This is an optimization exercise on Yosys and OpenROAD, whose aim is small area, a short achievable clock period and few clock cycles per item, not a production implementation.
The RTL was checked by simulation tests, not by an equivalence proof against the original design.

## flow/design.v

```verilog
module SCPU(
    clk,
    rst_n,
    in_valid,
    instruction,
    MEM_out,
    busy,
    out_valid,
    out0,
    out1,
    out2,
    out3,
    out4,
    out5,
    out6,
    out7,
    out8,
    out9,
    out10,
    out11,
    out12,
    out13,
    out14,
    out15,
    WEN,
    ADDR,
    MEM_in
);
input clk, rst_n, in_valid;
input [18:0] instruction;
output busy;
output reg out_valid;
output signed [15:0] out0, out1, out2, out3, out4, out5, out6, out7,
                     out8, out9, out10, out11, out12, out13, out14, out15;
input signed [15:0] MEM_out;
output reg WEN;
output signed [15:0] MEM_in;    
output reg [12:0] ADDR;         
localparam OP_R    = 3'b000;
localparam OP_MULT = 3'b001;
localparam OP_BEQ  = 3'b010;
localparam OP_ADDI = 3'b011;
localparam OP_SUBI = 3'b100;
localparam OP_SW   = 3'b101;
localparam OP_LW   = 3'b110;
localparam OP_SLT  = 3'b111;
reg [255:0] RF;
assign out0  = RF[ 0*16 +: 16]; assign out1  = RF[ 1*16 +: 16];
assign out2  = RF[ 2*16 +: 16]; assign out3  = RF[ 3*16 +: 16];
assign out4  = RF[ 4*16 +: 16]; assign out5  = RF[ 5*16 +: 16];
assign out6  = RF[ 6*16 +: 16]; assign out7  = RF[ 7*16 +: 16];
assign out8  = RF[ 8*16 +: 16]; assign out9  = RF[ 9*16 +: 16];
assign out10 = RF[10*16 +: 16]; assign out11 = RF[11*16 +: 16];
assign out12 = RF[12*16 +: 16]; assign out13 = RF[13*16 +: 16];
assign out14 = RF[14*16 +: 16]; assign out15 = RF[15*16 +: 16];
function wr_l;
    input [2:0] op;
    wr_l = (op != OP_SW);
endfunction
function [3:0] dst_l;
    input [18:0] w;
    case (w[18:16])
        OP_R:                     dst_l = w[7:4];
        OP_MULT, OP_BEQ, OP_SLT:  dst_l = w[3:0];
        default:                  dst_l = w[11:8];
    endcase
endfunction
function wr_d;
    input [2:0] op;
    wr_d = (op == OP_MULT) || (op == OP_BEQ) || (op == OP_SLT);
endfunction
function uses_rt;
    input [2:0] op;
    uses_rt = (op == OP_R) || (op == OP_MULT) || (op == OP_BEQ) ||
              (op == OP_SLT) || (op == OP_SW);
endfunction
function is_mem;
    input [2:0] op;
    is_mem = (op == OP_SW) || (op == OP_LW);
endfunction
function is_slow;
    input [2:0] op;
    is_slow = (op == OP_MULT) || (op == OP_LW);
endfunction
function is_mult;
    input [2:0] op;
    is_mult = (op == OP_MULT);
endfunction
function [31:0] ks_add;
    input [31:0] a, b;
    input        cin;
    reg   [31:0] g, p, p0;
    integer d, i;
    begin
        p0 = a ^ b;
        g  = (a & b) | {31'd0, p0[0] & cin};
        p  = p0;
        for (d = 1; d < 32; d = d * 2) begin
            for (i = 31; i >= d; i = i - 1) begin
                g[i] = g[i] | (p[i] & g[i-d]);
                p[i] = p[i] & p[i-d];
            end
        end
        ks_add = p0 ^ {g[30:0], cin};
    end
endfunction
reg        ir_v;
reg [18:0] ir;
reg [15:0] rs_oh, rt_oh;      
reg  [3:0] h_rs, h_rt;
reg        stall;             
reg        ex_v;
reg        ex_wl, ex_wd;      
reg  [3:0] ex_dl, ex_dd;
reg        ex_mult, ex_load;
reg        ex_sub, ex_and, ex_or, ex_xor, ex_arith, ex_cmp, ex_slt;
reg [15:0] A, B;
reg  [7:0] bk_one, bk_two, bk_neg;    
reg        wb_v;
reg        wb_wl, wb_wd;
reg  [3:0] wb_dl, wb_dd;
reg        wb_mult, wb_load;
reg [15:0] wb_res;
reg [31:0] wb_s, wb_c;        
assign busy   = stall;
assign MEM_in = B;
wire accept = in_valid && !stall;
wire [2:0] ir_op = ir[18:16];
wire [3:0] ir_rs = ir[15:12];
wire [3:0] ir_rt = ir[11:8];
wire [7:0] ir_imm = ir[7:0];
wire [3:0] ir_func = ir[3:0];
wire       ir_wl = ir_v && wr_l(ir_op);
wire       ir_wd = ir_v && wr_d(ir_op);
wire [3:0] ir_dl = dst_l(ir);
wire [3:0] ir_dd = ir[7:4];
wire [15:0] ex_vl;
wire        ex_c;
wire [15:0] ex_vd = {15'd0, ex_c};
wire [31:0] prod = ks_add(wb_s, wb_c, 1'b0);
wire [15:0] wb_ld = wb_load ? MEM_out : wb_res;       
wire [15:0] wb_vl = wb_mult ? prod[15:0] : wb_ld;
wire [15:0] wb_vd = wb_mult ? prod[31:16] : {15'd0, ~wb_res[0]};
wire s_exl_rs = h_rs[3];
wire s_exd_rs = !h_rs[3] && h_rs[2];
wire s_wbl_rs = !h_rs[3] && !h_rs[2] && h_rs[1];
wire s_wbd_rs = !h_rs[3] && !h_rs[2] && !h_rs[1] && h_rs[0];
wire s_rf_rs  = !(|h_rs);
wire s_exl_rt = h_rt[3];
wire s_exd_rt = !h_rt[3] && h_rt[2];
wire s_wbl_rt = !h_rt[3] && !h_rt[2] && h_rt[1];
wire s_wbd_rt = !h_rt[3] && !h_rt[2] && !h_rt[1] && h_rt[0];
wire s_rf_rt  = !(|h_rt);
function [15:0] rf_rd;
    input [255:0] rf;
    input [15:0] oh;
    integer k;
    begin
        rf_rd = 16'd0;
        for (k = 0; k < 16; k = k + 1)
            rf_rd = rf_rd | (rf[k*16 +: 16] & {16{oh[k]}});
    end
endfunction
wire [15:0] rf_rs = rf_rd(RF, rs_oh);
wire [15:0] rf_rt = rf_rd(RF, rt_oh);
wire [15:0] slow_rs = ({16{s_rf_rs}}  & rf_rs) |
                      ({16{s_wbl_rs & !wb_mult}} & wb_ld) |
                      {15'd0, s_wbd_rs & !wb_mult & ~wb_res[0]};
wire [15:0] slow_rt = ({16{s_rf_rt}}  & rf_rt) |
                      ({16{s_wbl_rt & !wb_mult}} & wb_ld) |
                      {15'd0, s_wbd_rt & !wb_mult & ~wb_res[0]};
wire [15:0] val_rs = slow_rs |
                     ({16{s_exl_rs}} & ex_vl) | ({16{s_exd_rs}} & ex_vd) |
                     ({16{s_wbl_rs & wb_mult}} & prod[15:0]) |
                     ({16{s_wbd_rs & wb_mult}} & prod[31:16]);
wire [15:0] val_rt = slow_rt |
                     ({16{s_exl_rt}} & ex_vl) | ({16{s_exd_rt}} & ex_vd) |
                     ({16{s_wbl_rt & wb_mult}} & prod[15:0]) |
                     ({16{s_wbd_rt & wb_mult}} & prod[31:16]);
wire [15:0] adr_rs = ({16{s_rf_rs}}  & rf_rs) |
                     ({16{s_wbl_rs}} & wb_res) |
                     {15'd0, s_wbd_rs & ~wb_res[0]};
wire [31:0] adr_sum = ks_add({19'd0, adr_rs[12:0]}, {24'd0, ir_imm}, 1'b0);
wire go = ir_v && !stall;
wire [2:0] in_op = instruction[18:16];
wire [3:0] in_rs = instruction[15:12];
wire [3:0] in_rt = instruction[11:8];
wire [3:0] hn_rs = {ir_wl && ir_dl == in_rs, ir_wd && ir_dd == in_rs,
                    ex_wl && ex_dl == in_rs, ex_wd && ex_dd == in_rs};
wire [3:0] hn_rt = {ir_wl && ir_dl == in_rt, ir_wd && ir_dd == in_rt,
                    ex_wl && ex_dl == in_rt, ex_wd && ex_dd == in_rt};
wire [3:0] hh_rs = {2'b00, h_rs[3:2]};
wire [3:0] hh_rt = {2'b00, h_rt[3:2]};
wire ir_slow = ir_v && is_slow(ir_op);
wire haz_new = ((|hn_rs[3:2]) && (ir_slow || is_mem(in_op))) ||
               ((|hn_rt[3:2]) && ((ir_slow && uses_rt(in_op)) || is_mult(in_op))) ||
               ((|hn_rs[1:0]) && (ex_mult || ex_load) && is_mem(in_op)) ||
               ((|hn_rt[1:0]) && ex_mult && is_mult(in_op));
wire haz_hold = ((|h_rs[3:2]) && (ex_mult || ex_load) && is_mem(ir_op)) ||
                ((|h_rt[3:2]) && ex_mult && is_mult(ir_op));
wire stall_next = stall ? haz_hold : (accept && haz_new);
wire [15:0] Bx  = B ^ {16{ex_sub}};
wire [31:0] sum32 = ks_add({16'd0, A}, {16'd0, Bx}, ex_sub);
wire [15:0] sum = sum32[15:0];
wire        eq  = (A == B);
wire        lt  = (A[15] ^ B[15]) ? A[15] : sum[15];
assign      ex_c = ex_slt ? lt : eq;
assign ex_vl = ({16{ex_and}}   & (A & B)) |
               ({16{ex_or}}    & (A | B)) |
               ({16{ex_xor}}   & (A ^ B)) |
               ({16{ex_arith}} & sum) |
               {15'd0, ex_cmp & ~ex_c};
wire [16:0] bx = {slow_rt, 1'b0};
wire  [7:0] bn_one, bn_two, bn_neg;
genvar gi;
generate
    for (gi = 0; gi < 8; gi = gi + 1) begin : g_booth
        wire [2:0] t = bx[2*gi+2 : 2*gi];
        assign bn_one[gi] = t[1] ^ t[0];
        assign bn_two[gi] = (t[2] & ~t[1] & ~t[0]) | (~t[2] & t[1] & t[0]);
        assign bn_neg[gi] = t[2] & ~(t[1] & t[0]);
    end
endgenerate
wire [16:0] pp0_m = ({17{bk_one[0]}} & {A[15], A}) | ({17{bk_two[0]}} & {A, 1'b0});
wire [16:0] pp0 = pp0_m ^ {17{bk_neg[0]}};
wire [16:0] pp1_m = ({17{bk_one[1]}} & {A[15], A}) | ({17{bk_two[1]}} & {A, 1'b0});
wire [16:0] pp1 = pp1_m ^ {17{bk_neg[1]}};
wire [16:0] pp2_m = ({17{bk_one[2]}} & {A[15], A}) | ({17{bk_two[2]}} & {A, 1'b0});
wire [16:0] pp2 = pp2_m ^ {17{bk_neg[2]}};
wire [16:0] pp3_m = ({17{bk_one[3]}} & {A[15], A}) | ({17{bk_two[3]}} & {A, 1'b0});
wire [16:0] pp3 = pp3_m ^ {17{bk_neg[3]}};
wire [16:0] pp4_m = ({17{bk_one[4]}} & {A[15], A}) | ({17{bk_two[4]}} & {A, 1'b0});
wire [16:0] pp4 = pp4_m ^ {17{bk_neg[4]}};
wire [16:0] pp5_m = ({17{bk_one[5]}} & {A[15], A}) | ({17{bk_two[5]}} & {A, 1'b0});
wire [16:0] pp5 = pp5_m ^ {17{bk_neg[5]}};
wire [16:0] pp6_m = ({17{bk_one[6]}} & {A[15], A}) | ({17{bk_two[6]}} & {A, 1'b0});
wire [16:0] pp6 = pp6_m ^ {17{bk_neg[6]}};
wire [16:0] pp7_m = ({17{bk_one[7]}} & {A[15], A}) | ({17{bk_two[7]}} & {A, 1'b0});
wire [16:0] pp7 = pp7_m ^ {17{bk_neg[7]}};
wire ds0 = pp0[10] ^ pp1[8];
wire dc0 = pp0[10] & pp1[8];
wire ds1 = pp0[11] ^ pp1[9];
wire dc1 = pp0[11] & pp1[9];
wire ds2 = pp0[12] ^ pp1[10] ^ pp2[8];
wire dc2 = (pp0[12] & pp1[10]) | (pp0[12] & pp2[8]) | (pp1[10] & pp2[8]);
wire ds3 = pp3[6] ^ pp4[4];
wire dc3 = pp3[6] & pp4[4];
wire ds4 = pp0[13] ^ pp1[11] ^ pp2[9];
wire dc4 = (pp0[13] & pp1[11]) | (pp0[13] & pp2[9]) | (pp1[11] & pp2[9]);
wire ds5 = pp3[7] ^ pp4[5];
wire dc5 = pp3[7] & pp4[5];
wire ds6 = pp0[14] ^ pp1[12] ^ pp2[10];
wire dc6 = (pp0[14] & pp1[12]) | (pp0[14] & pp2[10]) | (pp1[12] & pp2[10]);
wire ds7 = pp3[8] ^ pp4[6] ^ pp5[4];
wire dc7 = (pp3[8] & pp4[6]) | (pp3[8] & pp5[4]) | (pp4[6] & pp5[4]);
wire ds8 = pp6[2] ^ pp7[0];
wire dc8 = pp6[2] & pp7[0];
wire ds9 = pp0[15] ^ pp1[13] ^ pp2[11];
wire dc9 = (pp0[15] & pp1[13]) | (pp0[15] & pp2[11]) | (pp1[13] & pp2[11]);
wire ds10 = pp3[9] ^ pp4[7] ^ pp5[5];
wire dc10 = (pp3[9] & pp4[7]) | (pp3[9] & pp5[5]) | (pp4[7] & pp5[5]);
wire ds11 = pp6[3] ^ pp7[1];
wire dc11 = pp6[3] & pp7[1];
wire ds12 = pp0[16] ^ pp1[14] ^ pp2[12];
wire dc12 = (pp0[16] & pp1[14]) | (pp0[16] & pp2[12]) | (pp1[14] & pp2[12]);
wire ds13 = pp3[10] ^ pp4[8] ^ pp5[6];
wire dc13 = (pp3[10] & pp4[8]) | (pp3[10] & pp5[6]) | (pp4[8] & pp5[6]);
wire ds14 = pp6[4] ^ pp7[2];
wire dc14 = pp6[4] & pp7[2];
wire ds15 = pp0[16] ^ pp1[15] ^ pp2[13];
wire dc15 = (pp0[16] & pp1[15]) | (pp0[16] & pp2[13]) | (pp1[15] & pp2[13]);
wire ds16 = pp3[11] ^ pp4[9] ^ pp5[7];
wire dc16 = (pp3[11] & pp4[9]) | (pp3[11] & pp5[7]) | (pp4[9] & pp5[7]);
wire ds17 = pp6[5] ^ pp7[3];
wire dc17 = pp6[5] & pp7[3];
wire ds18 = ~pp0[16] ^ ~pp1[16] ^ pp2[14];
wire dc18 = (~pp0[16] & ~pp1[16]) | (~pp0[16] & pp2[14]) | (~pp1[16] & pp2[14]);
wire ds19 = pp3[12] ^ pp4[10] ^ pp5[8];
wire dc19 = (pp3[12] & pp4[10]) | (pp3[12] & pp5[8]) | (pp4[10] & pp5[8]);
wire ds20 = pp6[6] ^ pp7[4];
wire dc20 = pp6[6] & pp7[4];
wire ds21 = 1'b1 ^ pp2[15] ^ pp3[13];
wire dc21 = (1'b1 & pp2[15]) | (1'b1 & pp3[13]) | (pp2[15] & pp3[13]);
wire ds22 = pp4[11] ^ pp5[9] ^ pp6[7];
wire dc22 = (pp4[11] & pp5[9]) | (pp4[11] & pp6[7]) | (pp5[9] & pp6[7]);
wire ds23 = ~pp2[16] ^ pp3[14] ^ pp4[12];
wire dc23 = (~pp2[16] & pp3[14]) | (~pp2[16] & pp4[12]) | (pp3[14] & pp4[12]);
wire ds24 = 1'b1 ^ pp3[15];
wire dc24 = 1'b1 & pp3[15];
wire ds25 = pp0[6] ^ pp1[4];
wire dc25 = pp0[6] & pp1[4];
wire ds26 = pp0[7] ^ pp1[5];
wire dc26 = pp0[7] & pp1[5];
wire ds27 = pp0[8] ^ pp1[6] ^ pp2[4];
wire dc27 = (pp0[8] & pp1[6]) | (pp0[8] & pp2[4]) | (pp1[6] & pp2[4]);
wire ds28 = pp3[2] ^ pp4[0];
wire dc28 = pp3[2] & pp4[0];
wire ds29 = pp0[9] ^ pp1[7] ^ pp2[5];
wire dc29 = (pp0[9] & pp1[7]) | (pp0[9] & pp2[5]) | (pp1[7] & pp2[5]);
wire ds30 = pp3[3] ^ pp4[1];
wire dc30 = pp3[3] & pp4[1];
wire ds31 = pp2[6] ^ pp3[4] ^ pp4[2];
wire dc31 = (pp2[6] & pp3[4]) | (pp2[6] & pp4[2]) | (pp3[4] & pp4[2]);
wire ds32 = pp5[0] ^ bk_neg[5] ^ ds0;
wire dc32 = (pp5[0] & bk_neg[5]) | (pp5[0] & ds0) | (bk_neg[5] & ds0);
wire ds33 = pp2[7] ^ pp3[5] ^ pp4[3];
wire dc33 = (pp2[7] & pp3[5]) | (pp2[7] & pp4[3]) | (pp3[5] & pp4[3]);
wire ds34 = pp5[1] ^ ds1 ^ dc0;
wire dc34 = (pp5[1] & ds1) | (pp5[1] & dc0) | (ds1 & dc0);
wire ds35 = pp5[2] ^ pp6[0] ^ bk_neg[6];
wire dc35 = (pp5[2] & pp6[0]) | (pp5[2] & bk_neg[6]) | (pp6[0] & bk_neg[6]);
wire ds36 = ds2 ^ ds3 ^ dc1;
wire dc36 = (ds2 & ds3) | (ds2 & dc1) | (ds3 & dc1);
wire ds37 = pp5[3] ^ pp6[1] ^ ds4;
wire dc37 = (pp5[3] & pp6[1]) | (pp5[3] & ds4) | (pp6[1] & ds4);
wire ds38 = ds5 ^ dc2 ^ dc3;
wire dc38 = (ds5 & dc2) | (ds5 & dc3) | (dc2 & dc3);
wire ds39 = bk_neg[7] ^ ds6 ^ ds7;
wire dc39 = (bk_neg[7] & ds6) | (bk_neg[7] & ds7) | (ds6 & ds7);
wire ds40 = ds8 ^ dc4 ^ dc5;
wire dc40 = (ds8 & dc4) | (ds8 & dc5) | (dc4 & dc5);
wire ds41 = ds9 ^ ds10 ^ ds11;
wire dc41 = (ds9 & ds10) | (ds9 & ds11) | (ds10 & ds11);
wire ds42 = dc6 ^ dc7 ^ dc8;
wire dc42 = (dc6 & dc7) | (dc6 & dc8) | (dc7 & dc8);
wire ds43 = ds12 ^ ds13 ^ ds14;
wire dc43 = (ds12 & ds13) | (ds12 & ds14) | (ds13 & ds14);
wire ds44 = dc9 ^ dc10 ^ dc11;
wire dc44 = (dc9 & dc10) | (dc9 & dc11) | (dc10 & dc11);
wire ds45 = ds15 ^ ds16 ^ ds17;
wire dc45 = (ds15 & ds16) | (ds15 & ds17) | (ds16 & ds17);
wire ds46 = dc12 ^ dc13 ^ dc14;
wire dc46 = (dc12 & dc13) | (dc12 & dc14) | (dc13 & dc14);
wire ds47 = ds18 ^ ds19 ^ ds20;
wire dc47 = (ds18 & ds19) | (ds18 & ds20) | (ds19 & ds20);
wire ds48 = dc15 ^ dc16 ^ dc17;
wire dc48 = (dc15 & dc16) | (dc15 & dc17) | (dc16 & dc17);
wire ds49 = pp7[5] ^ ds21 ^ ds22;
wire dc49 = (pp7[5] & ds21) | (pp7[5] & ds22) | (ds21 & ds22);
wire ds50 = dc18 ^ dc19 ^ dc20;
wire dc50 = (dc18 & dc19) | (dc18 & dc20) | (dc19 & dc20);
wire ds51 = pp5[10] ^ pp6[8] ^ pp7[6];
wire dc51 = (pp5[10] & pp6[8]) | (pp5[10] & pp7[6]) | (pp6[8] & pp7[6]);
wire ds52 = ds23 ^ dc21 ^ dc22;
wire dc52 = (ds23 & dc21) | (ds23 & dc22) | (dc21 & dc22);
wire ds53 = pp4[13] ^ pp5[11] ^ pp6[9];
wire dc53 = (pp4[13] & pp5[11]) | (pp4[13] & pp6[9]) | (pp5[11] & pp6[9]);
wire ds54 = pp7[7] ^ ds24 ^ dc23;
wire dc54 = (pp7[7] & ds24) | (pp7[7] & dc23) | (ds24 & dc23);
wire ds55 = ~pp3[16] ^ pp4[14] ^ pp5[12];
wire dc55 = (~pp3[16] & pp4[14]) | (~pp3[16] & pp5[12]) | (pp4[14] & pp5[12]);
wire ds56 = pp6[10] ^ pp7[8] ^ dc24;
wire dc56 = (pp6[10] & pp7[8]) | (pp6[10] & dc24) | (pp7[8] & dc24);
wire ds57 = 1'b1 ^ pp4[15] ^ pp5[13];
wire dc57 = (1'b1 & pp4[15]) | (1'b1 & pp5[13]) | (pp4[15] & pp5[13]);
wire ds58 = pp6[11] ^ pp7[9];
wire dc58 = pp6[11] & pp7[9];
wire ds59 = ~pp4[16] ^ pp5[14] ^ pp6[12];
wire dc59 = (~pp4[16] & pp5[14]) | (~pp4[16] & pp6[12]) | (pp5[14] & pp6[12]);
wire ds60 = 1'b1 ^ pp5[15];
wire dc60 = 1'b1 & pp5[15];
wire ds61 = pp0[4] ^ pp1[2];
wire dc61 = pp0[4] & pp1[2];
wire ds62 = pp0[5] ^ pp1[3];
wire dc62 = pp0[5] & pp1[3];
wire ds63 = pp2[2] ^ pp3[0] ^ bk_neg[3];
wire dc63 = (pp2[2] & pp3[0]) | (pp2[2] & bk_neg[3]) | (pp3[0] & bk_neg[3]);
wire ds64 = pp2[3] ^ pp3[1] ^ ds26;
wire dc64 = (pp2[3] & pp3[1]) | (pp2[3] & ds26) | (pp3[1] & ds26);
wire ds65 = bk_neg[4] ^ ds27 ^ ds28;
wire dc65 = (bk_neg[4] & ds27) | (bk_neg[4] & ds28) | (ds27 & ds28);
wire ds66 = ds29 ^ ds30 ^ dc27;
wire dc66 = (ds29 & ds30) | (ds29 & dc27) | (ds30 & dc27);
wire ds67 = ds31 ^ ds32 ^ dc29;
wire dc67 = (ds31 & ds32) | (ds31 & dc29) | (ds32 & dc29);
wire ds68 = ds33 ^ ds34 ^ dc31;
wire dc68 = (ds33 & ds34) | (ds33 & dc31) | (ds34 & dc31);
wire ds69 = ds35 ^ ds36 ^ dc33;
wire dc69 = (ds35 & ds36) | (ds35 & dc33) | (ds36 & dc33);
wire ds70 = ds37 ^ ds38 ^ dc35;
wire dc70 = (ds37 & ds38) | (ds37 & dc35) | (ds38 & dc35);
wire ds71 = ds39 ^ ds40 ^ dc37;
wire dc71 = (ds39 & ds40) | (ds39 & dc37) | (ds40 & dc37);
wire ds72 = ds41 ^ ds42 ^ dc39;
wire dc72 = (ds41 & ds42) | (ds41 & dc39) | (ds42 & dc39);
wire ds73 = ds43 ^ ds44 ^ dc41;
wire dc73 = (ds43 & ds44) | (ds43 & dc41) | (ds44 & dc41);
wire ds74 = ds45 ^ ds46 ^ dc43;
wire dc74 = (ds45 & ds46) | (ds45 & dc43) | (ds46 & dc43);
wire ds75 = ds47 ^ ds48 ^ dc45;
wire dc75 = (ds47 & ds48) | (ds47 & dc45) | (ds48 & dc45);
wire ds76 = ds49 ^ ds50 ^ dc47;
wire dc76 = (ds49 & ds50) | (ds49 & dc47) | (ds50 & dc47);
wire ds77 = ds51 ^ ds52 ^ dc49;
wire dc77 = (ds51 & ds52) | (ds51 & dc49) | (ds52 & dc49);
wire ds78 = ds53 ^ ds54 ^ dc51;
wire dc78 = (ds53 & ds54) | (ds53 & dc51) | (ds54 & dc51);
wire ds79 = ds55 ^ ds56 ^ dc53;
wire dc79 = (ds55 & ds56) | (ds55 & dc53) | (ds56 & dc53);
wire ds80 = ds57 ^ ds58 ^ dc55;
wire dc80 = (ds57 & ds58) | (ds57 & dc55) | (ds58 & dc55);
wire ds81 = pp7[10] ^ ds59 ^ dc57;
wire dc81 = (pp7[10] & ds59) | (pp7[10] & dc57) | (ds59 & dc57);
wire ds82 = pp6[13] ^ pp7[11] ^ ds60;
wire dc82 = (pp6[13] & pp7[11]) | (pp6[13] & ds60) | (pp7[11] & ds60);
wire ds83 = ~pp5[16] ^ pp6[14] ^ pp7[12];
wire dc83 = (~pp5[16] & pp6[14]) | (~pp5[16] & pp7[12]) | (pp6[14] & pp7[12]);
wire ds84 = 1'b1 ^ pp6[15];
wire dc84 = 1'b1 & pp6[15];
wire ds85 = pp0[2] ^ pp1[0];
wire dc85 = pp0[2] & pp1[0];
wire ds86 = pp0[3] ^ pp1[1];
wire dc86 = pp0[3] & pp1[1];
wire ds87 = pp2[0] ^ bk_neg[2] ^ ds61;
wire dc87 = (pp2[0] & bk_neg[2]) | (pp2[0] & ds61) | (bk_neg[2] & ds61);
wire ds88 = pp2[1] ^ ds62 ^ dc61;
wire dc88 = (pp2[1] & ds62) | (pp2[1] & dc61) | (ds62 & dc61);
wire ds89 = ds25 ^ ds63 ^ dc62;
wire dc89 = (ds25 & ds63) | (ds25 & dc62) | (ds63 & dc62);
wire ds90 = dc25 ^ ds64 ^ dc63;
wire dc90 = (dc25 & ds64) | (dc25 & dc63) | (ds64 & dc63);
wire ds91 = dc26 ^ ds65 ^ dc64;
wire dc91 = (dc26 & ds65) | (dc26 & dc64) | (ds65 & dc64);
wire ds92 = dc28 ^ ds66 ^ dc65;
wire dc92 = (dc28 & ds66) | (dc28 & dc65) | (ds66 & dc65);
wire ds93 = dc30 ^ ds67 ^ dc66;
wire dc93 = (dc30 & ds67) | (dc30 & dc66) | (ds67 & dc66);
wire ds94 = dc32 ^ ds68 ^ dc67;
wire dc94 = (dc32 & ds68) | (dc32 & dc67) | (ds68 & dc67);
wire ds95 = dc34 ^ ds69 ^ dc68;
wire dc95 = (dc34 & ds69) | (dc34 & dc68) | (ds69 & dc68);
wire ds96 = dc36 ^ ds70 ^ dc69;
wire dc96 = (dc36 & ds70) | (dc36 & dc69) | (ds70 & dc69);
wire ds97 = dc38 ^ ds71 ^ dc70;
wire dc97 = (dc38 & ds71) | (dc38 & dc70) | (ds71 & dc70);
wire ds98 = dc40 ^ ds72 ^ dc71;
wire dc98 = (dc40 & ds72) | (dc40 & dc71) | (ds72 & dc71);
wire ds99 = dc42 ^ ds73 ^ dc72;
wire dc99 = (dc42 & ds73) | (dc42 & dc72) | (ds73 & dc72);
wire ds100 = dc44 ^ ds74 ^ dc73;
wire dc100 = (dc44 & ds74) | (dc44 & dc73) | (ds74 & dc73);
wire ds101 = dc46 ^ ds75 ^ dc74;
wire dc101 = (dc46 & ds75) | (dc46 & dc74) | (ds75 & dc74);
wire ds102 = dc48 ^ ds76 ^ dc75;
wire dc102 = (dc48 & ds76) | (dc48 & dc75) | (ds76 & dc75);
wire ds103 = dc50 ^ ds77 ^ dc76;
wire dc103 = (dc50 & ds77) | (dc50 & dc76) | (ds77 & dc76);
wire ds104 = dc52 ^ ds78 ^ dc77;
wire dc104 = (dc52 & ds78) | (dc52 & dc77) | (ds78 & dc77);
wire ds105 = dc54 ^ ds79 ^ dc78;
wire dc105 = (dc54 & ds79) | (dc54 & dc78) | (ds79 & dc78);
wire ds106 = dc56 ^ ds80 ^ dc79;
wire dc106 = (dc56 & ds80) | (dc56 & dc79) | (ds80 & dc79);
wire ds107 = dc58 ^ ds81 ^ dc80;
wire dc107 = (dc58 & ds81) | (dc58 & dc80) | (ds81 & dc80);
wire ds108 = dc59 ^ ds82 ^ dc81;
wire dc108 = (dc59 & ds82) | (dc59 & dc81) | (ds82 & dc81);
wire ds109 = dc60 ^ ds83 ^ dc82;
wire dc109 = (dc60 & ds83) | (dc60 & dc82) | (ds83 & dc82);
wire ds110 = pp7[13] ^ ds84 ^ dc83;
wire dc110 = (pp7[13] & ds84) | (pp7[13] & dc83) | (ds84 & dc83);
wire ds111 = ~pp6[16] ^ pp7[14] ^ dc84;
wire dc111 = (~pp6[16] & pp7[14]) | (~pp6[16] & dc84) | (pp7[14] & dc84);
wire ds112 = 1'b1 ^ pp7[15];
wire dc112 = 1'b1 & pp7[15];
wire [31:0] mt_s = {1'b1, ~pp7[16], ds112, ds111, ds110, ds109, ds108, ds107, ds106, ds105, ds104, ds103, ds102, ds101, ds100, ds99, ds98, ds97, ds96, ds95, ds94, ds93, ds92, ds91, ds90, ds89, ds88, ds87, ds86, bk_neg[1], pp0[1], pp0[0]};
wire [31:0] mt_c = {1'b0, dc112, dc111, dc110, dc109, dc108, dc107, dc106, dc105, dc104, dc103, dc102, dc101, dc100, dc99, dc98, dc97, dc96, dc95, dc94, dc93, dc92, dc91, dc90, dc89, dc88, dc87, dc86, dc85, ds85, 1'b0, bk_neg[0]};
function [15:0] onehot;
    input [3:0] idx;
    onehot = 16'd1 << idx;
endfunction
always @(posedge clk or negedge rst_n) begin
    if (!rst_n) begin
        ir_v      <= 1'b0;
        stall     <= 1'b0;
        ex_v      <= 1'b0;
        ex_wl     <= 1'b0;
        ex_wd     <= 1'b0;
        wb_v      <= 1'b0;
        wb_wl     <= 1'b0;
        wb_wd     <= 1'b0;
        out_valid <= 1'b0;
        WEN       <= 1'b1;
    end
    else begin
        if (accept)      ir_v <= 1'b1;
        else if (!stall) ir_v <= 1'b0;
        stall     <= stall_next;
        ex_v      <= go;
        ex_wl     <= go && ir_wl;
        ex_wd     <= go && ir_wd;
        wb_v      <= ex_v;
        wb_wl     <= ex_wl;
        wb_wd     <= ex_wd;
        out_valid <= wb_v;
        WEN       <= !(go && ir_op == OP_SW);
    end
end
always @(posedge clk) begin
    if (!stall) begin
        ir    <= instruction;
        rs_oh <= onehot(in_rs);
        rt_oh <= onehot(in_rt);
        h_rs  <= hn_rs;
        h_rt  <= hn_rt;
    end
    else begin
        h_rs  <= hh_rs;
        h_rt  <= hh_rt;
    end
    ex_dl    <= ir_dl;
    ex_dd    <= ir_dd;
    ex_mult  <= ir_op == OP_MULT;
    ex_load  <= ir_op == OP_LW;
    ex_sub   <= ir_op == OP_SUBI || ir_op == OP_BEQ || ir_op == OP_SLT ||
                (ir_op == OP_R && ir_func == 4'd4);
    ex_and   <= ir_op == OP_R && ir_func == 4'd0;
    ex_or    <= ir_op == OP_R && ir_func == 4'd1;
    ex_xor   <= ir_op == OP_R && ir_func == 4'd2;
    ex_arith <= ir_op == OP_ADDI || ir_op == OP_SUBI ||
                (ir_op == OP_R && (ir_func == 4'd3 || ir_func == 4'd4));
    ex_cmp   <= ir_op == OP_BEQ || ir_op == OP_SLT;
    ex_slt   <= ir_op == OP_SLT;
    A        <= val_rs;
    B        <= (ir_op == OP_ADDI || ir_op == OP_SUBI) ?
                {{8{ir_imm[7]}}, ir_imm} : val_rt;
    bk_one   <= bn_one;
    bk_two   <= bn_two;
    bk_neg   <= bn_neg;
    ADDR     <= adr_sum[12:0];
    wb_dl    <= ex_dl;
    wb_dd    <= ex_dd;
    wb_mult  <= ex_mult;
    wb_load  <= ex_load;
    wb_res   <= ex_vl;
    wb_s     <= mt_s;
    wb_c     <= mt_c;
end
genvar gr;
generate
    for (gr = 0; gr < 16; gr = gr + 1) begin : g_rf
        always @(posedge clk or negedge rst_n) begin
            if (!rst_n)
                RF[gr*16 +: 16] <= 16'd0;
            else if (wb_wl && wb_dl == gr)
                RF[gr*16 +: 16] <= wb_vl;
            else if (wb_wd && wb_dd == gr)
                RF[gr*16 +: 16] <= wb_vd;
        end
    end
endgenerate
endmodule
```

## flow/flow/run.sh

```bash
#!/bin/bash
# Standard ORFS layout (the standard.sh), with the port buffers taken from
# the plain buffer family (buf_1) so that the resizer may size them freely.
set -euo pipefail
bash standard.sh "BUFFER_PORTS_ARGS=-buffer_cell sky130_fd_sc_hd__buf_1" finish > orfs_make.log 2>&1
```

## flow/standard.sh

```bash
#!/bin/bash
# synth_recipe.tcl (not shown) runs the flow's synth.tcl, then flattens the netlist and writes it again
# the make line also repeats each setting of config.mk as NAME=value (left out here)
make -C /OpenROAD-flow-scripts/flow DESIGN_CONFIG=/design/flow/config.mk WORK_HOME=/design/flow/orfs CLKGATE_MAP_FILE= SYNTH_SCRIPT=/design/flow/synth_recipe.tcl "${@:-finish}"
```

## flow/config.mk

```make
export PLATFORM = sky130hd
export DESIGN_NAME = SCPU
export DESIGN_NICKNAME = SCPU
export VERILOG_FILES = /design/flow/design.v
export SDC_FILE = /design/flow/constraint.sdc
export NUM_CORES = 4
export LEC_CHECK = 0
export CAP_MARGIN = 40
export CORE_MARGIN = 2
export CORE_UTILIZATION = 55
export SETUP_SLACK_MARGIN = 4.3
export SLEW_MARGIN = 40
```

## flow/constraint.sdc

```tcl
create_clock -name core_clock -period 7.5 [get_ports {clk}]
set_input_delay 1.5000 -clock core_clock [delete_from_list [all_inputs] [get_ports {clk}]]
set_output_delay 1.5000 -clock core_clock [all_outputs]
set_load 0.01 [all_outputs]
```

==> out/summary.txt, run 1 <==
Status = no timing/DRC/antenna violations
Yosys cell types = 89
Most frequent cells in the layout = nor2_1, buf_1, a22oi_1, dfrtp_1, nand2_1
Final wirelength = 169.7 mm
RSZ-0062 raised after global routing = true
Initial Util = 55.37%
Antenna violations before repair = 8
Hold_buf cts = 0
Detail Placement HPWL = 115.4 mm
HP Start = ex_v$_DFF_PN0_
WHS Endpoint = wb_v$_DFF_PN0_
Total track usage = 53.53%
Worst-path fanout max = 5
YS warnings = 1
Row cnt = 88
DRT iter0 DRCs = 5907
FF-to-FF setup slack = 4130 ps
Layout area overhead = 17.92%
Detailed Routing Iterations Pass 1 = 7
Number of flops mapped to enable cells by yosys = 47
Crit Path Class = reg2reg
Net Count, Synth = 3772
Setup Total Neg Slack = 0 ps
Vias per inst = 7.569
Worst Reg-to-Reg Cells = 12
Worst Setup End Kind = register
Max-cap violation count = 0
CTS H-Tree Depth = 2
# setup viols final = 0
Post-synth top area cell = dfrtp_1
FMAX = 297.1 MHz
Io pins = 326
Yosys top cell area share = 20.88%
GPL Wtd Cong = 1.058
Mapped cell area = 31760 µm²
GRT overflow = 0
CP most frequent cell = buf_4
Latest clock arrival within the worst-skew pair = 680 ps
Nets = 4065
Worst r2r dst = ADDR[12]$_DFF_P_
R2r startpoint = rs_oh[0]$_SDFFCE_PP0N_
CP top delay family = compound AO/OA/AOI/OAI gates
First-pass GRT wire length = 230.2 mm
Slew Viols, Final = 0
Arr. time, crit path = 3930 ps
Final hold viol count = 0
Die W = 244.3 µm
Synthesized flop and latch total = 494
DRC = 0
CP Cell Sequence = buf_12 > buf_4 > buf_4 > a221oi_2 > a31oi_1 > a21o_1 > ha_1 > nand2_1 > o21ai_2 > and3_4 > nand3_2 > xnor2_1
CTS tree = done
Tcrit/Tclk final = 44.88%
Syn avg cell area = 8.985 µm²
Largest net degree at the start of global routing = 76
Buf+Inv Stages, Crit Path = 3
Worst EP required = 8060 ps
Asr flop ratio synth = 53.85%
Die height = 244.3 µm
Share of cells above drive strength 1 = 13.71%
Die ar. = 59690 µm²
Register area share after synthesis = 36.81%
Sink Count = 494
Slowest stage delay, CP = 540 ps
Root Driver = clkbuf_16
Longest Clk Path Bufs = 3
Critical Path Start = rs_oh[0]$_SDFFCE_PP0N_
Post-synthesis cell count = 3535
Synth top area cells = dfrtp_1, dfxtp_1, a22oi_1
Hold Path Class = reg2reg
Slew @ Worst Pin = 919.7 ps
Via count = 35167
CTS Buf Count = 55
IO Port Bufs = 325
Slowest-stage cell, CP = a221oi_2
Crit path time final = 3366 ps
Vias in the first global route = 32510
Clock Skew = 43.79 ps
Slew margin rel. = 38.04%
Most common cell after layout, fill and taps aside = nor2_1
Hold depth = 0
Routed WL per cell = 36.54 µm
CP Launch Type = register
Antenna Nets Post-Route = 0
Core area = 57370 µm²
Ys flop type = dfrtp_1
CTS clk-pin slew, worst paths = 60 ps
## sequential cells by signal, summed over array words and instances (netlist names), 4 cells and up
signal,cells
ADDR,13
A,16
wb_dl,4
rt_oh,16
h_rt,4
rs_oh,16
wb_dd,4
bk_one,8
h_rs,4
bk_two,8
bk_neg,8
B,16
wb_s,31
wb_c,30
ex_dl,4
ex_dd,4
ir,15
RF,256
wb_res,16
## synthesized netlist by cell type, types with 8 or more instances
cell,instances
buf_1,10
o21ai_1,11
a31oi_1,52
mux2i_1,52
a22o_1,55
a22oi_1,316
a221oi_2,9
inv_1,144
a221o_1,8
nand2b_1,23
and2_1,21
o21a_1,15
a211oi_1,48
o22ai_1,32
nand4_1,25
nor3_1,44
o21ai_0,98
buf_2,15
clkbuf_1,282
mux2_2,9
a21oi_1,233
dfxtp_1,181
o221ai_1,9
and3_1,20
o211ai_1,10
or2_2,8
xnor2_1,109
nor2b_1,17
nand3_1,84
fa_1,87
nand3b_1,8
a221oi_1,181
ha_1,112
a21o_1,20
dfrtp_1,265
xor2_1,116
edfxtp_1,47
nand2_1,252
nor4_1,13
nor2_1,386
## final cells by class
| class | count | area, µm² |
|---|---|---|
| Antenna cell | 7 | 17.52 |
| Sequential cell | 494 | 11780 |
| Timing Repair Buffer | 551 | 3266 |
| Clock inverter | 26 | 242.7 |
| Inverter | 145 | 546.8 |
| Clock buffer | 77 | 1569 |
| Fill cell | 4530 | 19910 |
| Multi-Input combinational cell | 2581 | 19080 |
| Tap cell | 765 | 957.2 |
## per-layer routing
layer	track usage [%]	wire, µm	vias to the layer above
met5	1.471	180	-
met4	37.25	15880	14
met3	23.12	28330	1164
met2	75.14	67470	3668
met1	65.84	57880	16783
li1	-	-	13538
## how the worst max path moves through the flow
stage                             to  cells after the start
CTS                     B[6]$_DFF_P_                     10
global route        ADDR[12]$_DFF_P_                     16
global placement    ADDR[11]$_DFF_P_                     15
finish              ADDR[12]$_DFF_P_                     12
floorplan           wb_s[14]$_DFF_P_                     11
detailed placement      B[6]$_DFF_P_                     10
## kinds of logic after synthesis
group,share of synthesized area [%]
compound gates,26.25
buf+inv,5.661
simple gates,12.89
flops,36.81
mux,2.037
xor+xnor,6.460
fa+ha+maj,9.895
## through the flow
step / utilization, % / hold WS [ps] / setup slack [ps] / cell area, µm² / std cells
floorplan: - / 329.0 / 4265 / 31800 / 3535
global placement: 58.65 / 337.3 / 3717 / 33650 / 4427
detailed placement: 58.87 / 338.7 / 3676 / 33770 / 4430
CTS: 63.27 / 352.8 / 4252 / 36290 / 4572
global route: 65.27 / 355.2 / 4141 / 37440 / 4641
finish: 65.29 / 352.8 / 4134 / 37460 / 4646
## repair_timing
item / 4_1_cts / 5_1_grt
cloned: 0 / 4
buffers inserted: 39 / 61
setup endpoints to repair: 173 / 254
gates resized for setup: 103 / 110
pin swaps: 23 / 38
Testbench counts, summed over its fixed seeds: cycles 17,116, instructions 16,000.
==> run 2, diff against run 1 <==
--- a/flow/config.mk
+++ b/flow/config.mk
@@ -10,2 +10,4 @@
 export CORE_UTILIZATION = 55
+export CTS_CLUSTER_DIAMETER = 80
+export CTS_CLUSTER_SIZE = 24
 export SETUP_SLACK_MARGIN = 4.3
==> run 2 against run 1 <==
  * First-iteration DRC count down 2.4%
  * Maximum frequency up 2.0%
  * Non-clock buffer count is 32 lower
  * Still clean on timing, DRC and antenna
  * Register-to-register slack improved by 70 ps
  * Sequential cell count is the same
  * Routed wire length down 1.6%
==> out/summary.txt, run 2 <==
Vias in the first global route = 31933 (-1.8%)
Mapped cell area = 31760 µm² (unchanged)
Most flop-heavy register = RF
Crit path time final = 3300 ps (-65.33 ps)
Worst Reg-to-Reg Cells = 16 (+4)
Nets = 4010 (-1.4%)
Top Registers = RF (256), wb_s (31), wb_c (30)
Clock Skew = 28.69 ps (-15.09 ps)
# setup viols final = 0 (unchanged)
Syn avg cell area = 8.985 µm² (unchanged)
Final wirelength = 167.0 mm (-1.6%)
Antenna Nets Post-Route = 0 (unchanged)
Count leader, synth = nor2_1
Slew Viols, Final = 0 (unchanged)
Ys flop type = dfrtp_1
Hold_buf cts = 0 (unchanged)
IO Port Bufs = 325 (unchanged)
Fill count = 4698 (+3.7%)
HP Start = ex_v$_DFF_PN0_
Net Count, Synth = 3772 (unchanged)
RSZ-0062 raised after global routing = true
Design area = 36380 µm² (-2.9%)
Sink Count = 494 (unchanged)
Setup Total Neg Slack = 0 ps (unchanged)
Worst r2r dst = ADDR[12]$_DFF_P_
Layout area overhead = 14.53%
First-pass GRT wire length = 228.7 mm (-0.67%)
GPL Wtd Cong = 1.058 (unchanged)
Row cnt = 88 (unchanged)
Worst hold margin = 362.4 ps (+9.524 ps)
Worst EP required = 8080 ps (+20 ps)
CTS tree = done
Post-synthesis cell count = 3535 (unchanged)
Die W = 244.3 µm (unchanged)
Synth top area cells = dfrtp_1, dfxtp_1, a22oi_1
Arr. time, crit path = 3880 ps (-50 ps)
CTS clk-pin slew, worst paths = 100 ps (+40 ps)
Synthesized flop and latch total = 494 (unchanged)
Detail Placement HPWL = 115.4 mm (unchanged)
Via count = 34608 (-1.6%)
End of the critical path = ADDR[12]$_DFF_P_
Status = no timing/DRC/antenna violations
Hold Path Class = reg2reg
Worst setup margin = 4200 ps (+65.33 ps)
Final hold viol count = 0 (unchanged)
Tcrit/Tclk final = 44.01% (-0.87 points)
Antenna violations before repair = 11 (+3)
DRC = 0 (unchanged)
Placed inst area = 33770 µm² (unchanged)
R2r startpoint = rs_oh[0]$_SDFFCE_PP0N_
Place WS = 3676 ps (unchanged)
Most common cell after layout, fill and taps aside = nor2_1
Routed WL per cell = 36.55 µm (about the same)
Crit Path Class = reg2reg
Slew @ Worst Pin = 1131 ps (+211.7 ps)
YS warnings = 1 (unchanged)
Worst-path fanout max = 3 (-2)
Asr flop ratio synth = 53.85% (unchanged)
Total track usage = 53.05% (-0.48 points)
Slew margin rel. = 23.99% (-14 points)
Initial Util = 55.37% (unchanged)
Latest clock arrival within the worst-skew pair = 660 ps (-20 ps)
Dpl cells = 4430 (unchanged)
Longest Clk Path Bufs = 3 (unchanged)
CTS Buf Count = 31 (-44%)
Vias per inst = 7.576 (about the same)
Non-Filler Instances = 4568 (-1.7%)
Hold depth = 0 (unchanged)
Most frequent cells in the layout = nor2_1, buf_1, a22oi_1, dfrtp_1, nand2_1
Detailed Routing Iterations Pass 1 = 7 (unchanged)
Number of flops mapped to enable cells by yosys = 47 (unchanged)
Die ar. = 59690 µm² (unchanged)
DRT iter0 DRCs = 5763 (-2.4%)
CP Launch Type = register
CTS H-Tree Depth = 1 (-1)
Yosys cell types = 89 (unchanged)
Post-synth top area cell = dfrtp_1
Root Driver = clkbuf_16
Largest register FFs = 256 (unchanged)
Worst Setup End Kind = register
Max-cap violation count = 0 (unchanged)
Die height = 244.3 µm (unchanged)
GRT overflow = 0 (unchanged)
Largest net degree at the start of global routing = 76 (unchanged)
Share of cells above drive strength 1 = 11.75% (-2.0 points)
Register area share after synthesis = 36.81% (unchanged)
Core area = 57370 µm² (unchanged)
Critical Path Start = rs_oh[0]$_SDFFCE_PP0N_
Io pins = 326 (unchanged)
Yosys top cell area share = 20.88% (unchanged)
FMAX = 303.0 MHz (+2.0%)
Synth cell count leaders = nor2_1, a22oi_1, clkbuf_1
FF-to-FF setup slack = 4200 ps (+70 ps)
[run 2: kinds of logic after synthesis]
group,after synthesis,share of synthesized area [%]
compound gates,1164,26.25
xor+xnor,230,6.460
fa+ha+maj,199,9.895
buf+inv,460,5.661
flops,494,36.81
mux,63,2.037
simple gates,925,12.89
[run 2: final cells by class]
cell class,instances,area [µm²],share of cell area [%]
Timing Repair Buffer,519,2990,8.220
Clock inverter,16,207.7,0.5710
Sequential cell,494,11770,32.36
Antenna cell,7,17.52,0.04815
Inverter,145,546.8,1.503
Tap cell,765,957.2,2.631
Clock buffer,40,893.4,2.456
Multi-Input combinational cell,2582,18990,52.22
[run 2: per-stage QoR]
step	util (%)
after detailed placement	58.87
after CTS	61.78
after global placement	58.65
after global routing	63.39
final	63.41
after floorplan	-
[run 2: worst max-delay path, cell delays in order, from the launching register on]
cell and delay (ps):
edfxtp_1 430, buf_12 160, a22o_1 210, a221oi_2 190, and3_4 230, a31oi_4 110
a211o_1 280, ha_4 180, fa_2 350, a21o_1 200, a21oi_2 140, o21bai_1 100
a21oi_2 160, o21ai_2 80, and3_4 190, nand3_2 80, xnor2_1 120
[run 2: how the worst min path moves through the flow]
stage / end / slack, ps
after global routing: wb_v$_DFF_PN0_ / 360
after CTS: wb_v$_DFF_PN0_ / 360
after detailed placement: wb_v$_DFF_PN0_ / 340
final: wb_v$_DFF_PN0_ / 360
after floorplan: wb_c[0]$_DFF_P_ / 330
after global placement: out_valid$_DFF_PN0_ / 340
[run 2: routing by layer]
metal  global-route usage (%)  up-vias  share of wire, %
met5                   0.6536        -             0.059
met4                    33.20       10               8.9
met3                    22.97     1021                17
met2                    75.51     3568                40
met1                    65.86    16606                34
li1                         -    13403                 -
[run 2: what timing repair did]
item | CTS | global route
pin swaps | 19 | 30
endpoints found under the hold margin | 0 | 0
setup buffers | 26 | 45
endpoints found under the setup margin | 168 | 226
resized for setup | 95 | 94
cloned | 0 | 3
==> run 3, diff against run 2 <==
--- a/flow/design.v
+++ b/flow/design.v
@@ -499,13 +499,7 @@
 always @(posedge clk) begin
-    if (!stall) begin
-        ir    <= instruction;
-        rs_oh <= onehot(in_rs);
-        rt_oh <= onehot(in_rt);
-        h_rs  <= hn_rs;
-        h_rt  <= hn_rt;
-    end
-    else begin
-        h_rs  <= hh_rs;
-        h_rt  <= hh_rt;
-    end
+    if (!stall) ir <= instruction;
+    rs_oh <= onehot(stall ? ir_rs : in_rs);
+    rt_oh <= onehot(stall ? ir_rt : in_rt);
+    h_rs  <= stall ? hh_rs : hn_rs;
+    h_rt  <= stall ? hh_rt : hn_rt;
     ex_dl    <= ir_dl;
==> run 3 against run 2 <==
  * Still clean
  * Global-route usage fell by 2.5 points
  * Non-clock buffer count shrank 17
  * Critical path type unchanged
  * Cell count fell by 0.61%
  * Synthesized cell count down 0.14%
==> out/summary.txt, run 3 <==
# setup viols final = 0 (unchanged)
End of the critical path = wb_s[20]$_DFF_P_
Largest net degree at the start of global routing = 91 (+20%)
Vias per inst = 7.544 (-0.43%)
Multi-input logic area = 19000 µm² (about the same)
Slew @ Worst Pin = 946.2 ps (-185.2 ps)
Synthesized flop and latch total = 498 (+0.81%)
Hold Path Class = reg2reg
Worst-path fanout max = 17 (+14)
DRT iter0 DRCs = 5546 (-3.8%)
Worst Setup End Kind = register
Row cnt = 87 (-1.1%)
Status = no timing/DRC/antenna violations
Fill count = 4458 (-5.1%)
Clock Skew = 52.32 ps (+23.63 ps)
IO Port Bufs = 325 (unchanged)
Routed WL per cell = 34.98 µm (-4.3%)
Antenna violations before repair = 7 (-4)
Crit path time final = 3302 ps (+1.920 ps)
Vias in the first global route = 32186 (+0.79%)
Antenna Nets Post-Route = 0 (unchanged)
Largest register FFs = 256 (unchanged)
Xor and xnor area share after synthesis = 6.203% (-0.26 points)
CTS tree = done
Sequential cell area = 11600 µm² (-1.5%)
First-pass GRT wire length = 221.7 mm (-3.1%)
Setup Total Neg Slack = 0 ps (unchanged)
Asr flop ratio synth = 53.41% (-0.43 points)
Worst EP required = 7990 ps (-90 ps)
Slew margin rel. = 36.69% (+13 points)
Synth Area in Compound Gates = 27.85% (+1.6 points)
Number of flops mapped to enable cells by yosys = 19 (-60%)
Synth Area in Simple Gates = 12.09% (-0.80 points)
Yosys cell types = 84 (-5.6%)
Yosys top cell area share = 21.06% (+0.18 points)
Dpl cells = 4405 (-0.56%)
Latest clock arrival within the worst-skew pair = 670 ps (about the same)
Register area share after synthesis = 36.50% (-0.32 points)
CTS Buf Count = 31 (unchanged)
Ys flop type = dfrtp_1
Worst Reg-to-Reg Cells = 8 (-8)
Max-cap violation count = 0 (unchanged)
Initial Util = 55.74% (+0.37 points)
Net Count, Synth = 3767 (-0.13%)
Final wirelength = 158.8 mm (-4.9%)
Root Driver = clkbuf_16
Crit Path Class = reg2reg
Post-synthesis cell count = 3530 (-0.14%)
Nets = 3991 (-0.47%)
RSZ-0062 raised after global routing = true
Top Registers = RF (256), wb_s (31), wb_c (30)
Slew Viols, Final = 0 (unchanged)
Hold_buf cts = 0 (unchanged)
Syn avg cell area = 8.920 µm² (-0.72%)
Tcrit/Tclk final = 44.03% (about the same)
Share of cells above drive strength 1 = 11.70% (-0.050 points)
Synth top area cells = dfrtp_1, dfxtp_1, a22oi_1
R2r startpoint = bk_one[2]$_DFF_P_
Longest Clk Path Bufs = 3 (unchanged)
Non-Filler Instances = 4540 (-0.61%)
GRT overflow = 0 (unchanged)
Worst r2r dst = wb_s[20]$_DFF_P_
CTS clk-pin slew, worst paths = 90 ps (about the same)
Total track usage = 50.52% (-2.5 points)
CTS H-Tree Depth = 1 (unchanged)
Die W = 243.3 µm (-0.43%)
Sink Count = 498 (+0.81%)
Post-synth top area cell = dfrtp_1
Via count = 34248 (-1.0%)
Arr. time, crit path = 3790 ps (-90 ps)
Mux cell area share after synthesis = 1.625% (-0.41 points)
Count leader, synth = a22oi_1
Die height = 243.3 µm (-0.43%)
Place WS = 3581 ps (-94.80 ps)
Io pins = 326 (unchanged)
FMAX = 302.8 MHz (about the same)
Final hold viol count = 0 (unchanged)
Most flop-heavy register = RF
FF-to-FF setup slack = 4200 ps (about the same)
DRC = 0 (unchanged)
Detailed Routing Iterations Pass 1 = 9 (+2)
Most frequent cells in the layout = a22oi_1, buf_1, nand2_1, dfrtp_1, a21oi_1
Synth cell count leaders = a22oi_1, nand2_1, clkbuf_1
Detail Placement HPWL = 112.0 mm (-2.9%)
Synth Area in Adders = 9.981% (+0.086 points)
Most common cell after layout, fill and taps aside = a22oi_1
Die ar. = 59180 µm² (-0.85%)
YS warnings = 1 (unchanged)
CP Launch Type = register
GPL Wtd Cong = 1.073 (+1.4%)
Critical Path Start = bk_one[2]$_DFF_P_
Core area = 56500 µm² (-1.5%)
Layout area overhead = 14.54% (about the same)
Main combinational cell family by area after synthesis = compound AO/OA/AOI/OAI gates
Mapped cell area = 31490 µm² (-0.86%)
Worst setup margin = 4198 ps (-1.920 ps)
run 3: timing repair:
action | CTS | global route
buffers inserted | 14 | 56
endpoints found under the setup margin | 144 | 148
pin swaps | 10 | 34
gates resized for setup | 95 | 128
run 3: how the worst min path moves through the flow:
| stage | to | cells past startpoint | startpoint |
|---|---|---|---|
| 2_1_floorplan | wb_c[0]$_DFF_P_ | 0 | bk_neg[0]$_DFF_P_ |
| 3_3_place_gp | out_valid$_DFF_PN0_ | 0 | wb_v$_DFF_PN0_ |
| 3_5_place_dp | out_valid$_DFF_PN0_ | 0 | wb_v$_DFF_PN0_ |
| 4_1_cts | wb_v$_DFF_PN0_ | 0 | ex_v$_DFF_PN0_ |
| 5_1_grt | out_valid$_DFF_PN0_ | 0 | wb_v$_DFF_PN0_ |
| 6_report | wb_v$_DFF_PN0_ | 0 | ex_v$_DFF_PN0_ |
run 3: kinds of logic after synthesis:
kind of cell / Yosys count
compound gates: 1263
flops: 498
buf+inv: 470
fa+ha+maj: 199
mux: 50
xor+xnor: 223
simple gates: 827
run 3: layer usage:
metal  GRT usage (%)  wire length (µm)  up-vias  share of wire, %
li1                -                 -    13476                 -
met1           63.75             54620    16384                34
met2           76.23             67840     3410                43
met3           14.17             22230      970                14
met4           32.39             14060        8               8.9
met5               0                51        -             0.032
run 3: cell type report:
type / count / share of cell area, %
clock buffers: 37 / 2.213
inverters: 159 / 1.665
well taps: 756 / 2.623
multi-input cells: 2562 / 52.69
repair buffers: 502 / 7.861
flip-flops and latches: 498 / 32.16
diodes: 6 / 0.04163
clock inverters: 20 / 0.7528
run 3: worst max-delay path: stages, from the launching register on:
cell     delay, ps
dfxtp_4        440
o21ai_0        360
xor2_1         240
fa_1           460
fa_1           510
inv_1           60
fa_1           510
inv_1           70
fa_1           490
run 3: through the flow:
stage                     hold WS [ps]  area, µm²  utilization (%)
final                            367.6      36070            63.84
after global routing             373.0      36060            63.82
after CTS                        368.3      34970            61.90
after detailed placement         337.8      33470            59.25
after global placement           337.1      33370            59.06
after floorplan                  329.0      31520                -
Testbench counts of run 3, summed over its fixed seeds: cycles 17,116, instructions 16,000.
==> run 4, diff against run 3 <==
--- a/flow/design.v
+++ b/flow/design.v
@@ -144,11 +144,9 @@
 wire s_exl_rs = h_rs[3];
-wire s_exd_rs = !h_rs[3] && h_rs[2];
-wire s_wbl_rs = !h_rs[3] && !h_rs[2] && h_rs[1];
-wire s_wbd_rs = !h_rs[3] && !h_rs[2] && !h_rs[1] && h_rs[0];
-wire s_rf_rs  = !(|h_rs);
+wire s_exd_rs = h_rs[2];
+wire s_wbl_rs = h_rs[1];
+wire s_wbd_rs = h_rs[0];
 wire s_exl_rt = h_rt[3];
-wire s_exd_rt = !h_rt[3] && h_rt[2];
-wire s_wbl_rt = !h_rt[3] && !h_rt[2] && h_rt[1];
-wire s_wbd_rt = !h_rt[3] && !h_rt[2] && !h_rt[1] && h_rt[0];
-wire s_rf_rt  = !(|h_rt);
+wire s_exd_rt = h_rt[2];
+wire s_wbl_rt = h_rt[1];
+wire s_wbd_rt = h_rt[0];
 function [15:0] rf_rd;
@@ -165,6 +163,6 @@
 wire [15:0] rf_rt = rf_rd(RF, rt_oh);
-wire [15:0] slow_rs = ({16{s_rf_rs}}  & rf_rs) |
+wire [15:0] slow_rs = rf_rs |
                       ({16{s_wbl_rs & !wb_mult}} & wb_ld) |
                       {15'd0, s_wbd_rs & !wb_mult & ~wb_res[0]};
-wire [15:0] slow_rt = ({16{s_rf_rt}}  & rf_rt) |
+wire [15:0] slow_rt = rf_rt |
                       ({16{s_wbl_rt & !wb_mult}} & wb_ld) |
@@ -179,3 +177,3 @@
                      ({16{s_wbd_rt & wb_mult}} & prod[31:16]);
-wire [15:0] adr_rs = ({16{s_rf_rs}}  & rf_rs) |
+wire [15:0] adr_rs = rf_rs |
                      ({16{s_wbl_rs}} & wb_res) |
@@ -201,2 +199,8 @@
 wire stall_next = stall ? haz_hold : (accept && haz_new);
+function [3:0] first_hit;
+    input [3:0] h;
+    first_hit = h[3] ? 4'b1000 : h[2] ? 4'b0100 : h[1] ? 4'b0010 : {3'b000, h[0]};
+endfunction
+wire [3:0] h_rs_n = stall ? hh_rs : first_hit(hn_rs);
+wire [3:0] h_rt_n = stall ? hh_rt : first_hit(hn_rt);
 wire [15:0] Bx  = B ^ {16{ex_sub}};
@@ -500,6 +504,6 @@
     if (!stall) ir <= instruction;
-    rs_oh <= onehot(stall ? ir_rs : in_rs);
-    rt_oh <= onehot(stall ? ir_rt : in_rt);
-    h_rs  <= stall ? hh_rs : hn_rs;
-    h_rt  <= stall ? hh_rt : hn_rt;
+    rs_oh <= onehot(stall ? ir_rs : in_rs) & {16{~|h_rs_n}};
+    rt_oh <= onehot(stall ? ir_rt : in_rt) & {16{~|h_rt_n}};
+    h_rs  <= h_rs_n;
+    h_rt  <= h_rt_n;
     ex_dl    <= ir_dl;
==> run 4 against run 3 <==
  * Global-route usage decreased by 1.7 points
  * Clock skew decreased by 17 ps
  * Synthesized cell count decreased by 2.4%
  * Maximum frequency up 3.8%
  * Clock-buffer cell count grew 5
  * First-iteration DRC count fell by 9.8%
  * Still clean
  * Register-to-register slack improved by 120 ps
  * Setup slack better by 120 ps
  * Synthesized area fell by 1.3%
==> out/summary.txt, run 4 <==
Total track usage = 48.83% (-1.7 points)
Crit Path Class = reg2reg
Placed inst area = 33110 µm² (-1.1%)
Worst-path fanout max = 16 (-1)
# setup viols final = 0 (unchanged)
Synth cell count leaders = a22oi_1, nor2_1, clkbuf_1
Synth top area cells = dfrtp_1, dfxtp_1, a22oi_1
Most common cell after layout, fill and taps aside = a22oi_1
Largest net degree at the start of global routing = 126 (+38%)
Final hold viol count = 0 (unchanged)
Count leader, synth = a22oi_1
Status = no timing/DRC/antenna violations
CTS clk-pin slew, worst paths = 90 ps (about the same)
Synthesized flop and latch total = 498 (unchanged)
Hold Path Class = reg2reg
Post-synthesis cell count = 3444 (-2.4%)
Mapped cell area = 31070 µm² (-1.3%)
Worst EP required = 7970 ps (-20 ps)
Core area = 56170 µm² (-0.58%)
Top Registers = RF (256), wb_s (31), wb_c (30)
Die ar. = 58420 µm² (-1.3%)
DRC = 0 (unchanged)
YS warnings = 1 (unchanged)
IO Port Bufs = 325 (unchanged)
Arr. time, crit path = 3650 ps (-140 ps)
Met2 wire length = 62.50 mm (-7.9%)
Worst setup margin = 4319 ps (+120.9 ps)
Detail Placement HPWL = 106.7 mm (-4.7%)
Root Driver = clkbuf_16
Max-cap violation count = 0 (unchanged)
First-pass GRT wire length = 213.1 mm (-3.9%)
Longest Clk Path Bufs = 3 (unchanged)
Antenna violations before repair = 2 (-5)
GRT overflow = 0 (unchanged)
Row cnt = 87 (unchanged)
Net Count, Synth = 3682 (-2.3%)
Number of flops mapped to enable cells by yosys = 19 (unchanged)
DRT iter0 DRCs = 5004 (-9.8%)
Yosys cell types = 90 (+7.1%)
Register area share after synthesis = 36.98% (+0.49 points)
Initial Util = 55.32% (-0.41 points)
GPL Wtd Cong = 1.086 (+1.3%)
Ant. Diodes = 0 (-6)
Latest clock arrival within the worst-skew pair = 610 ps (-60 ps)
Sink Count = 498 (unchanged)
Vias in the first global route = 31366 (-2.5%)
Routed WL per cell = 33.10 µm (-5.4%)
Design area = 36020 µm² (-0.13%)
Layout area overhead = 15.92%
Slew margin rel. = 37.64% (+0.95 points)
CTS Buf Count = 35 (+13%)
CTS tree = done
Yosys top cell area share = 21.34% (+0.28 points)
Asr flop ratio synth = 53.41% (unchanged)
Most flop-heavy register = RF
Metal3 WL = 20.84 mm (-6.3%)
Worst Setup End Kind = register
Syn avg cell area = 9.023 µm² (+1.1%)
CTS H-Tree Depth = 2 (+1)
Largest register FFs = 256 (unchanged)
Nets = 3943 (-1.2%)
Vias per inst = 7.299 (-3.2%)
Io pins = 326 (unchanged)
Setup Total Neg Slack = 0 ps (unchanged)
Ys flop type = dfrtp_1
Hold_buf cts = 0 (unchanged)
Tcrit/Tclk final = 42.42% (-1.6 points)
Detailed Routing Iterations Pass 1 = 7 (-2)
Place WS = 3713 ps (+131.5 ps)
RSZ-0062 raised after global routing = true
Highest metal used = met5
Die W = 241.7 µm (-0.65%)
Post-synth top area cell = dfrtp_1
Via count = 32749 (-4.4%)
CP Launch Type = register
Antenna Nets Post-Route = 0 (unchanged)
Most frequent cells in the layout = a22oi_1, buf_1, nor2_1, nand2_1, dfrtp_1
Share of cells above drive strength 1 = 12.92% (+1.2 points)
FMAX = 314.3 MHz (+3.8%)
Worst hold margin = 366.3 ps (-1.300 ps)
Crit path time final = 3181 ps (-120.9 ps)
Final wirelength = 148.5 mm (-6.5%)
Met1 WL = 52.60 mm (-3.7%)
Slew Viols, Final = 0 (unchanged)
Slew @ Worst Pin = 931.9 ps (-14.24 ps)
Clock Skew = 34.83 ps (-17.49 ps)
Die height = 241.7 µm (-0.65%)
[run 4: critical path, cell delays in order, from the launching register on]
cell and delay [ps]:
dfxtp_2 340, ha_4 260, a21o_1 200, a31o_1 240, o211ai_1 290, nand4_1 190
buf_4 180, a2111oi_4 440, a21oi_2 130, xor2_2 220, buf_12 180, a221oi_4 270
a21oi_1 80
[run 4: final timing paths]
check                                 from                   to  slack (ps)  cells after the start
max                        wb_s[6]$_DFF_P_  RF[141]$_DFFE_PN0P_        4320                     12
min                         ex_v$_DFF_PN0_       wb_v$_DFF_PN0_         370                      0
max reg2reg                wb_s[6]$_DFF_P_  RF[141]$_DFFE_PN0P_        4320                     12
min reg2reg                 ex_v$_DFF_PN0_       wb_v$_DFF_PN0_         370                      0
max in group asynchronous            rst_n   RF[55]$_DFFE_PN0P_        5580                      2
min in group asynchronous            rst_n  RF[109]$_DFFE_PN0P_         830                      1
[run 4: cells by family (layout without fill, tap and decap cells)]
| kind of cell | count (synthesis) | in the layout | share of synthesized area, % |
|---|---|---|---|
| simple gates | 829 | 830 | 12.00 |
| fa+ha+maj | 200 | 200 | 10.15 |
| compound gates | 1166 | 1166 | 26.61 |
| flops | 498 | 498 | 36.98 |
| buf+inv | 460 | 746 | 5.665 |
| xor+xnor | 238 | 238 | 6.829 |
| mux | 53 | 53 | 1.764 |
[run 4: cell type report]
class	instances	area, µm²
Timing Repair Buffer	528	3038
Tap cell	756	945.9
Sequential cell	498	11590
Inverter	155	581.8
Multi-Input combinational cell	2487	18690
Clock buffer	42	933.4
Clock inverter	21	246.5
Fill cell	4684	20150
[run 4: timing repair]
item,CTS,global route
setup buffers,25,63
pin swaps,35,61
setup endpoints to repair,197,222
resized for setup,87,145
cloned,1,0
[run 4: metal layers]
metal / global-route usage [%] / up-vias
met4: 30.72 / 6
met2: 71.81 / 2965
met3: 15.32 / 839
met1: 62.44 / 15759
met5: 0.4902 / -
li1: - / 13180
[run 4: per-stage QoR]
step                utilization, %  instances
floorplan                        -       3444
global placement             58.72       4332
detailed placement           58.95       4334
CTS                          62.02       4423
global route                 64.13       4487
finish                       64.13       4487
Testbench counts of run 4, summed over its fixed seeds: cycles 17,116, instructions 16,000.

[afterwards: timing with drivers on the ports]
In the flow no input, the clock included, has a driving cell. The finished layouts below were timed again as built, in two steps.
Step 1: set_driving_cell puts a clkbuf_16 on clk and a buf_2 on each other input, an assumption about the parent block.
Step 2 moves the port delays by t, midway between the first and last clock arrival at a register: inputs arrive t later, outputs are due t later. That takes back most of the time a late clock gives input paths.
a / b / c = ideal / step 1 / step 2; a / b = the first two.
run | t, ns | setup slack, ns | latest minus earliest clock arrival (ns)
run 1 | 0.726 | 4.134 / 4.134 / 4.054 | 0.046 / 0.045
run 2 | 0.716 | 4.200 / 4.200 / 4.073 | 0.029 / 0.028
run 3 | 0.705 | 4.198 / 4.198 / 3.863 | 0.052 / 0.053
run 4 | 0.660 | 4.319 / 4.319 / 3.898 | 0.035 / 0.034
After both steps every run listed still meets setup and hold. The setup slack of run 4, which loses most, moves by 0.000 ns with the drivers and by -0.421 ns with both steps.
